This is an optimization exercise on Yosys and OpenROAD, whose aim is small area, a short achievable clock period and few clock cycles, not a production implementation.
RTL that was checked went through simulation tests only; none was proved equivalent to the original.
Power and IR drop assume default switching activity.

== wip/ember ==
## AtomBones
 module AtomBones
(
    input   wire    clk_i,
    input   wire    rst_i,
    output  wire    [31:0]  imem_addr_o,     
    input   wire    [31:0]  imem_data_i,     
    output  wire            imem_valid_o,    
    input   wire            imem_ack_i,      
    output  wire    [31:0]  dmem_addr_o,     
    input   wire    [31:0]  dmem_data_i,     
    output  wire    [31:0]  dmem_data_o,     
    output  wire    [3:0]   dmem_sel_o,      
    output  wire            dmem_we_o,       
    output  wire            dmem_valid_o,    
    input   wire            dmem_ack_i       
);
    AtomRV atom_core
    (
        .clk_i          (clk_i),   
        .rst_i          (rst_i),   
        .imem_addr_o    (imem_addr_o),   
        .imem_data_i    (imem_data_i),   
        .imem_valid_o   (imem_valid_o),   
        .imem_ack_i     (imem_ack_i),   
        .dmem_addr_o    (dmem_addr_o),   
        .dmem_data_i    (dmem_data_i),   
        .dmem_data_o    (dmem_data_o),   
        .dmem_sel_o     (dmem_sel_o),   
        .dmem_we_o      (dmem_we_o),   
        .dmem_valid_o   (dmem_valid_o),   
        .dmem_ack_i     (dmem_ack_i)
    );
endmodule
Size: ~7800 cells after synthesis, ~87000 sq um of cells after synthesis.
Settings: LEC_CHECK=0, CAP_MARGIN=30, CORE_MARGIN=2, CORE_UTILIZATION=50, SLEW_MARGIN=20, SYNTH_HIERARCHICAL=1, SYNTH_MINIMUM_KEEP_SIZE=0; clock period 135.0 ns.
standard.sh (not shown) runs the stock make flow with config.mk's settings and CLKGATE_MAP_FILE= SYNTH_SCRIPT=/design/flow/synth_recipe.tcl, a recipe that flattens the netlist after the stock synthesis.
==> flow/flow/run.sh <==
#!/bin/bash
# Layout flow: the standard flow (standard.sh) with repair_timing asked to
# work the paths to and from the ports down to a 28.6 ns period (setup
# margin 106.4 ns at the 135 ns clock), no gate cloning, faster port
# buffers, and a clock tree of smaller buffers without dummy loads.
# Tool output goes to standard.log here.
bash standard.sh SETUP_SLACK_MARGIN=106.4 SKIP_GATE_CLONING=1 \
  "BUFFER_PORTS_ARGS=-buffer_cell sky130_fd_sc_hd__buf_2" \
  "CTS_ARGS=-sink_clustering_enable -repair_clock_nets -dont_use_dummy_load -sink_clustering_size 20 -buf_list {sky130_fd_sc_hd__clkbuf_4 sky130_fd_sc_hd__clkbuf_8}" \
  finish > standard.log 2>&1
Looking at the reports, wip/ember completed the entire flow and the layout it produced met the timing, design-rule and antenna checks.
Testbench counts of wip/ember, summed over its fixed seeds: cycles 515,098.
--- input diff wip/ember..wip/sierra ---
- CORE_UTILIZATION now 60, was 50
==> flow/flow/run.sh <==
#!/bin/bash
# Layout flow: the standard flow (standard.sh) with repair_timing asked to
# work the paths to and from the ports down to a 28.6 ns period (setup
# margin 106.4 ns at the 135 ns clock), no gate cloning, and faster port
# buffers. Tool output goes to standard.log here.
bash standard.sh SETUP_SLACK_MARGIN=106.4 SKIP_GATE_CLONING=1 "BUFFER_PORTS_ARGS=-buffer_cell sky130_fd_sc_hd__buf_2" finish > standard.log 2>&1
Notes after the runs:
From wip/ember to wip/sierra the numbers moved as follows: area of the die dropped 29000 sq um, non-clock buffer count has decreased, maximum fanout along the worst path shrank by 2, final non-filler cell area saw little to no change.
Relative to wip/sierra, the following input files were edited for wip/garnet:
- CORE_UTILIZATION now 50, was 60
==> flow/flow/run.sh <==
#!/bin/bash
# Layout flow: the standard flow (standard.sh) with repair_timing asked to
# work the paths to and from the ports down to a 28.6 ns period (setup
# margin 106.4 ns at the 135 ns clock), no gate cloning, faster port
# buffers, and a clock tree of smaller buffers without dummy loads.
# Tool output goes to standard.log here.
bash standard.sh SETUP_SLACK_MARGIN=106.4 SKIP_GATE_CLONING=1 \
  "BUFFER_PORTS_ARGS=-buffer_cell sky130_fd_sc_hd__buf_2" \
  "CTS_ARGS=-sink_clustering_enable -repair_clock_nets -dont_use_dummy_load -buf_list {sky130_fd_sc_hd__clkbuf_4}" \
  finish > standard.log 2>&1
### Flow results
- wip/garnet | stages: all done | timing, DRC, antenna: all pass
- Going from wip/sierra to wip/garnet, the post-route worst setup slack was found to have gone down by 0.52 ns.
- Delta (wip/garnet minus wip/sierra): starting density of the core now smaller; floorplan die height now larger; first-pass iteration count of the detailed router now smaller; final area comparable; count of buffers not belonging to the clock network in the layout now larger.


Another version of the RTL of AtomBones (not shown whole).
For scale: roughly 7,600 cells after synthesis, about 170 I/O pins, about 87,000 µm² of cells after synthesis.
==> flow/config.mk <==
export PLATFORM = sky130hd
export DESIGN_NAME = AtomBones
export DESIGN_NICKNAME = AtomBones
export VERILOG_FILES = /design/flow/design.v
export SDC_FILE = /design/flow/constraint.sdc
export NUM_CORES = 8
export LEC_CHECK = 0
export CAP_MARGIN = 30
export CORE_MARGIN = 2
export CORE_UTILIZATION = 45
export SLEW_MARGIN = 20
export SYNTH_HIERARCHICAL = 1
export SYNTH_MINIMUM_KEEP_SIZE = 0
==> flow/constraint.sdc <==
create_clock -name core_clock -period 135.0 [get_ports {clk_i}]
set_input_delay 27.0000 -clock core_clock [delete_from_list [all_inputs] [get_ports {clk_i}]]
set_output_delay 27.0000 -clock core_clock [all_outputs]
set_load 0.01 [all_outputs]
==> flow/flow/run.sh <==
#!/bin/bash
# Layout flow: the standard flow (standard.sh) with repair_timing asked to
# work the paths to and from the ports down to a 28.4 ns period (setup
# margin 106.6 ns at the 135 ns clock), no gate cloning, faster port
# buffers, and a clock tree of smaller buffers without dummy loads.
# Tool output goes to standard.log here.
bash standard.sh SETUP_SLACK_MARGIN=106.6 SKIP_GATE_CLONING=1 \
  "BUFFER_PORTS_ARGS=-buffer_cell sky130_fd_sc_hd__buf_2" \
  "CTS_ARGS=-sink_clustering_enable -repair_clock_nets -dont_use_dummy_load -buf_list {sky130_fd_sc_hd__clkbuf_4 sky130_fd_sc_hd__clkbuf_8}" \
  finish > standard.log 2>&1
Testbench counts at the start, summed over its fixed seeds: cycles 515,098.
Next try:
--- a/flow/flow/run.sh
+++ b/flow/flow/run.sh
@@ -3,2 +3,2 @@
-# work the paths to and from the ports down to a 28.4 ns period (setup
-# margin 106.6 ns at the 135 ns clock), no gate cloning, faster port
+# work the paths to and from the ports down to a 28.6 ns period (setup
+# margin 106.4 ns at the 135 ns clock), no gate cloning, faster port
@@ -7 +7 @@
-bash standard.sh SETUP_SLACK_MARGIN=106.6 SKIP_GATE_CLONING=1 \
+bash standard.sh SETUP_SLACK_MARGIN=106.4 SKIP_GATE_CLONING=1 \
Settings changed: PLACE_DENSITY set to 0.75.
Effect: The new run finished with timing, DRC and antenna clean. Critical path depth grows by 1. Die area stays the same. Worst hold slack gets worse by 0.013 ns. Clock power shrinks by a few percent. Core utilization shrinks by 0.24 points. Cell area shrinks slightly. Setup slack gets worse by 0.14 ns. Total power shrinks slightly. Global-route usage shrinks by 0.61 points. Clock-buffer cell count shrinks by 8.


## lane 1
AtomBones, a different RTL version from the one above (not shown whole).
For scale: about 7800 cells after synthesis.
Design AtomBones, start of the top module:
 module AtomBones
(
    input   wire    clk_i,
    input   wire    rst_i,
    output  wire    [31:0]  imem_addr_o,     
    input   wire    [31:0]  imem_data_i,     
    output  wire            imem_valid_o,    
    input   wire            imem_ack_i,      
    output  wire    [31:0]  dmem_addr_o,     
    input   wire    [31:0]  dmem_data_i,     
    output  wire    [31:0]  dmem_data_o,     
    output  wire    [3:0]   dmem_sel_o,      
    output  wire            dmem_we_o,       
    output  wire            dmem_valid_o,    
    input   wire            dmem_ack_i       
);
Settings: LEC_CHECK=0, CAP_MARGIN=30, CORE_MARGIN=2, CORE_UTILIZATION=75, SLEW_MARGIN=20, SYNTH_HIERARCHICAL=1, SYNTH_MINIMUM_KEEP_SIZE=0; clock period 135.0 ns.
run.sh (not shown) runs the stock make flow with config.mk's settings and CLKGATE_MAP_FILE= SYNTH_SCRIPT=/design/flow/synth_recipe.tcl, a recipe that flattens the netlist after the stock synthesis.
Stock flow here: none of the scripts above is used.
global routing (5_1_grt): lane 1 exited with error
## Diff of input files: lane 2 against lane 1
Settings: CORE_UTILIZATION now 60, was 75.
==> flow/flow/run.sh (new file) <==
#!/bin/bash
# Layout flow: the standard flow (standard.sh) with repair_timing asked to
# work down to a 28.5 ns period (setup margin 106.5 ns at the 135 ns clock)
# and faster port buffers. Tool output goes to standard.log here.
bash standard.sh SETUP_SLACK_MARGIN=106.5 "BUFFER_PORTS_ARGS=-buffer_cell sky130_fd_sc_hd__buf_2" finish > standard.log 2>&1
==> flow/standard.sh (new file) <==
#!/bin/bash
# synth_recipe.tcl (not shown) runs the flow's synth.tcl, then flattens the netlist and writes it again
# the make line also repeats each setting of config.mk as NAME=value (left out here)
make -C /OpenROAD-flow-scripts/flow DESIGN_CONFIG=/design/flow/config.mk WORK_HOME=/design/flow/orfs CLKGATE_MAP_FILE= SYNTH_SCRIPT=/design/flow/synth_recipe.tcl "${@:-finish}"
removed: flow/run.sh
Findings:
Lane 2 ended with every stage complete and zero timing, DRC or antenna violations.
Starting density of the core on lane 2 is down relative to lane 1.
Global placement routability congestion delta for lane 2 relative to lane 1: 0.035 lower
Post-placement setup slack for lane 2: 0.46 ns up relative to lane 1
On post-DP HPWL, lane 2 does better than lane 1.
No run of this note included a check of the RTL's function; only the layout flow was run.


== build 95 ==
Another version of the RTL of AtomBones (not shown whole).
Size in the first run: ~1,300 flip-flops, about 170 I/O pins, ~0.085 sq mm of cells after synthesis.
Design AtomBones, start of the top module:
 module AtomBones
(
    input   wire    clk_i,
    input   wire    rst_i,
    output  wire    [31:0]  imem_addr_o,     
    input   wire    [31:0]  imem_data_i,     
    output  wire            imem_valid_o,    
    input   wire            imem_ack_i,      
    output  wire    [31:0]  dmem_addr_o,     
    input   wire    [31:0]  dmem_data_i,     
    output  wire    [31:0]  dmem_data_o,     
    output  wire    [3:0]   dmem_sel_o,      
    output  wire            dmem_we_o,       
    output  wire            dmem_valid_o,    
    input   wire            dmem_ack_i       
);
export LEC_CHECK = 0
export CAP_MARGIN = 30
export CORE_MARGIN = 2
export CORE_UTILIZATION = 45
export SLEW_MARGIN = 20
export SYNTH_HIERARCHICAL = 1
export SYNTH_MINIMUM_KEEP_SIZE = 0
create_clock -name core_clock -period 135.0 [get_ports {clk_i}]
standard.sh (not shown) runs the stock make flow with config.mk's settings and CLKGATE_MAP_FILE= SYNTH_SCRIPT=/design/flow/synth_recipe.tcl, a recipe that flattens the netlist after the stock synthesis.
==> flow/flow/run.sh <==
#!/bin/bash
# Layout flow: the standard flow (standard.sh) with repair_timing asked to
# work the paths to and from the ports down to a 29.2 ns period (setup
# margin 105.8 ns at the 135 ns clock), no gate cloning, faster port
# buffers, and a clock tree of smaller buffers without dummy loads.
# Tool output goes to standard.log here.
bash standard.sh SETUP_SLACK_MARGIN=105.8 SKIP_GATE_CLONING=1 \
  "BUFFER_PORTS_ARGS=-buffer_cell sky130_fd_sc_hd__buf_2" \
  "CTS_ARGS=-sink_clustering_enable -repair_clock_nets -dont_use_dummy_load -buf_list {sky130_fd_sc_hd__clkbuf_4 sky130_fd_sc_hd__clkbuf_8}" \
  finish > standard.log 2>&1
Build 95 went all the way through the flow, and no timing, DRC or antenna check failed.
Testbench counts of build 95, summed over its fixed seeds: cycles 515,098.
Inputs modified between build 95 and build 17:
==> flow/flow/run.sh <==
#!/bin/bash
# Layout flow: the standard flow (standard.sh) with repair_timing asked to
# work the paths to and from the ports down to a 28.9 ns period (setup
# margin 106.1 ns at the 135 ns clock), no gate cloning, faster port
# buffers, and a clock tree of smaller buffers without dummy loads.
# Tool output goes to standard.log here.
bash standard.sh SETUP_SLACK_MARGIN=106.1 SKIP_GATE_CLONING=1 \
  "BUFFER_PORTS_ARGS=-buffer_cell sky130_fd_sc_hd__buf_2" \
  "CTS_ARGS=-sink_clustering_enable -repair_clock_nets -dont_use_dummy_load -buf_list {sky130_fd_sc_hd__clkbuf_4 sky130_fd_sc_hd__clkbuf_8}" \
  finish > standard.log 2>&1
--- outcome ---
Build 95 → build 17: combined area of the multi-input logic cells stayed essentially flat; post-synthesis compound-gate area fraction neither gained nor lost much. Relative to build 95, detailed-route wire length has increased by 1.1% in build 17. Between build 17 and build 95, the cell area figures differ only marginally. From build 95 to build 17 the numbers moved as follows: synthesized area level; period utilization saw little to no change; number of gates given a new drive strength after cts climbed 5; clock period minus final worst setup slack decreased by 0.16 ns relative to the old numbers. Build 17 vs. build 95: count of fill cells added during filler insertion went up by 0.80%; number of buffers created by CTS went up by 3.
What build 24 does differently from build 17 at the input level:
==> flow/flow/run.sh <==
#!/bin/bash
# Layout flow: the standard flow (standard.sh) with repair_timing asked to
# work the paths to and from the ports down to a 29.5 ns period (setup
# margin 105.5 ns at the 135 ns clock), no gate cloning, faster port
# buffers, and a clock tree of smaller buffers without dummy loads.
# Tool output goes to standard.log here.
bash standard.sh SETUP_SLACK_MARGIN=105.5 SKIP_GATE_CLONING=1 \
  "BUFFER_PORTS_ARGS=-buffer_cell sky130_fd_sc_hd__buf_2" \
  "CTS_ARGS=-sink_clustering_enable -repair_clock_nets -dont_use_dummy_load -buf_list {sky130_fd_sc_hd__clkbuf_4 sky130_fd_sc_hd__clkbuf_8}" \
  finish > standard.log 2>&1
Build 17 → build 24: internal portion of total power fell by about 0.35%; area of all placed cells without fillers held steady; via count fell by 1,022; post-route total power decreased about 0.4%; setup slack went down.
Build 17 reports its timing endpoint of the critical path as dmem_data_o[0] while build 24 reports dmem_data_o[10].
[inputs] build 32 vs build 24
# build 24
export LEC_CHECK = 0
export CAP_MARGIN = 30
export CORE_MARGIN = 2
export CORE_UTILIZATION = 45
export SLEW_MARGIN = 20
export SYNTH_HIERARCHICAL = 1
export SYNTH_MINIMUM_KEEP_SIZE = 0
create_clock -name core_clock -period 135.0 [get_ports {clk_i}]
# build 32
export LEC_CHECK = 0
export CAP_MARGIN = 30
export CORE_MARGIN = 2
export CORE_UTILIZATION = 40
export SLEW_MARGIN = 20
export SYNTH_HIERARCHICAL = 1
export SYNTH_MINIMUM_KEEP_SIZE = 0
create_clock -name core_clock -period 135.0 [get_ports {clk_i}]
==> flow/flow/run.sh <==
#!/bin/bash
# Layout flow: the standard flow (standard.sh) with repair_timing asked to
# work the paths to and from the ports down to a 28.6 ns period (setup
# margin 106.4 ns at the 135 ns clock), no gate cloning, faster port
# buffers, and a clock tree of smaller buffers without dummy loads.
# Tool output goes to standard.log here.
bash standard.sh SETUP_SLACK_MARGIN=106.4 SKIP_GATE_CLONING=1 \
  "BUFFER_PORTS_ARGS=-buffer_cell sky130_fd_sc_hd__buf_2" \
  "CTS_ARGS=-sink_clustering_enable -repair_clock_nets -dont_use_dummy_load -buf_list {sky130_fd_sc_hd__clkbuf_4 sky130_fd_sc_hd__clkbuf_8}" \
  finish > standard.log 2>&1
[summary]
Compared with build 24, build 32 shows a global-route wire length before repair that is about 3.6% higher. As of build 32, wire length had risen by a few percent compared to build 24. In the tables for build 32 and build 24, hold slack reads lower with build 24. ~same number of multi-input combinational cells in the layout in build 32 and build 24. Delta (build 32 minus build 24): part of the power in combinational logic picked up an extra 1.9 points, data required time of the worst path neither gained nor lost much. Re power: build 32 and build 24 aren't equal, and the higher value belongs to build 32. Build 24 tops out at a lower clock frequency than build 32.
Inputs modified between build 32 and build 58:
# build 32
export LEC_CHECK = 0
export CAP_MARGIN = 30
export CORE_MARGIN = 2
export CORE_UTILIZATION = 40
export SLEW_MARGIN = 20
export SYNTH_HIERARCHICAL = 1
export SYNTH_MINIMUM_KEEP_SIZE = 0
create_clock -name core_clock -period 135.0 [get_ports {clk_i}]
# build 58
export LEC_CHECK = 0
export CAP_MARGIN = 30
export CORE_MARGIN = 2
export CORE_UTILIZATION = 45
export SLEW_MARGIN = 20
export SYNTH_HIERARCHICAL = 1
export SYNTH_MINIMUM_KEEP_SIZE = 0
create_clock -name core_clock -period 135.0 [get_ports {clk_i}]
==> flow/flow/run.sh <==
#!/bin/bash
# Layout flow: the standard flow (standard.sh) with repair_timing asked to
# work the paths to and from the ports down to a 28.7 ns period (setup
# margin 106.3 ns at the 135 ns clock), no gate cloning, faster port
# buffers, and a clock tree of smaller buffers without dummy loads.
# Tool output goes to standard.log here.
bash standard.sh SETUP_SLACK_MARGIN=106.3 SKIP_GATE_CLONING=1 \
  "BUFFER_PORTS_ARGS=-buffer_cell sky130_fd_sc_hd__buf_2" \
  "CTS_ARGS=-sink_clustering_enable -repair_clock_nets -dont_use_dummy_load -buf_list {sky130_fd_sc_hd__clkbuf_4 sky130_fd_sc_hd__clkbuf_8}" \
  finish > standard.log 2>&1
==> comparison <==
The top fanout value on the critical path in build 58 sits 1 above the value recorded for build 32.
Route | build 58 vs build 32 | wire shorter in build 58
Final cell utilization of the core: lower on build 32
Compared with build 32, build 58 shows a higher ratio of routed vias to standard cells.

afterwards: timing with drivers on the ports:
How much do the figures lean on ideal ports? The routed layouts below were timed once more, with nothing changed but the port constraints. Step 1, drivers: a clkbuf_16 drives clk_i and a buf_2 each remaining input, both assumed. Step 2 also shifts input and output timing later by t, the mid clock arrival at the registers, as if the neighbouring blocks saw the same clock. Slacks: ideal ports / drivers / drivers and shift; pairs: ideal ports / drivers.
| run | t, ns | setup WS [ns] | worst setup path after step 2 | latest minus earliest clock arrival (ns) |
|---|---|---|---|---|
| wip/ember | 1.050 | 106.181 / 106.094 / 105.449 | input to register | 0.209 / 0.209 |
| wip/sierra | 0.884 | 106.325 / 106.241 / 105.554 | input to register | 0.081 / 0.082 |
| wip/garnet | 1.441 | 105.806 / 105.706 / 105.163 | input to register | 0.232 / 0.232 |
| the first run of note 2 | 1.034 | 106.279 / 106.186 / 105.649 | input to register | 0.203 / 0.204 |
| the second run of note 2 | 1.008 | 106.135 / 106.055 / 105.439 | input to register | 0.146 / 0.145 |
| lane 2 | 0.880 | 106.298 / 106.366 / 105.486 | input to register | 0.123 / 0.124 |
| build 95 | 1.032 | 105.912 / 105.818 / 105.362 | input to register | 0.157 / 0.157 |
| build 17 | 1.038 | 106.075 / 105.988 / 105.328 | input to register | 0.116 / 0.116 |
| build 24 | 1.032 | 105.912 / 105.818 / 105.362 | input to register | 0.157 / 0.157 |
| build 32 | 1.038 | 106.302 / 106.216 / 105.425 | input to register | 0.165 / 0.165 |
| build 58 | 1.041 | 106.192 / 106.101 / 105.421 | input to register | 0.185 / 0.185 |
After both steps every run listed still meets setup and hold. For build 32, which loses most, drivers alone change the setup slack by -0.086 ns; drivers and shift together by -0.877 ns.
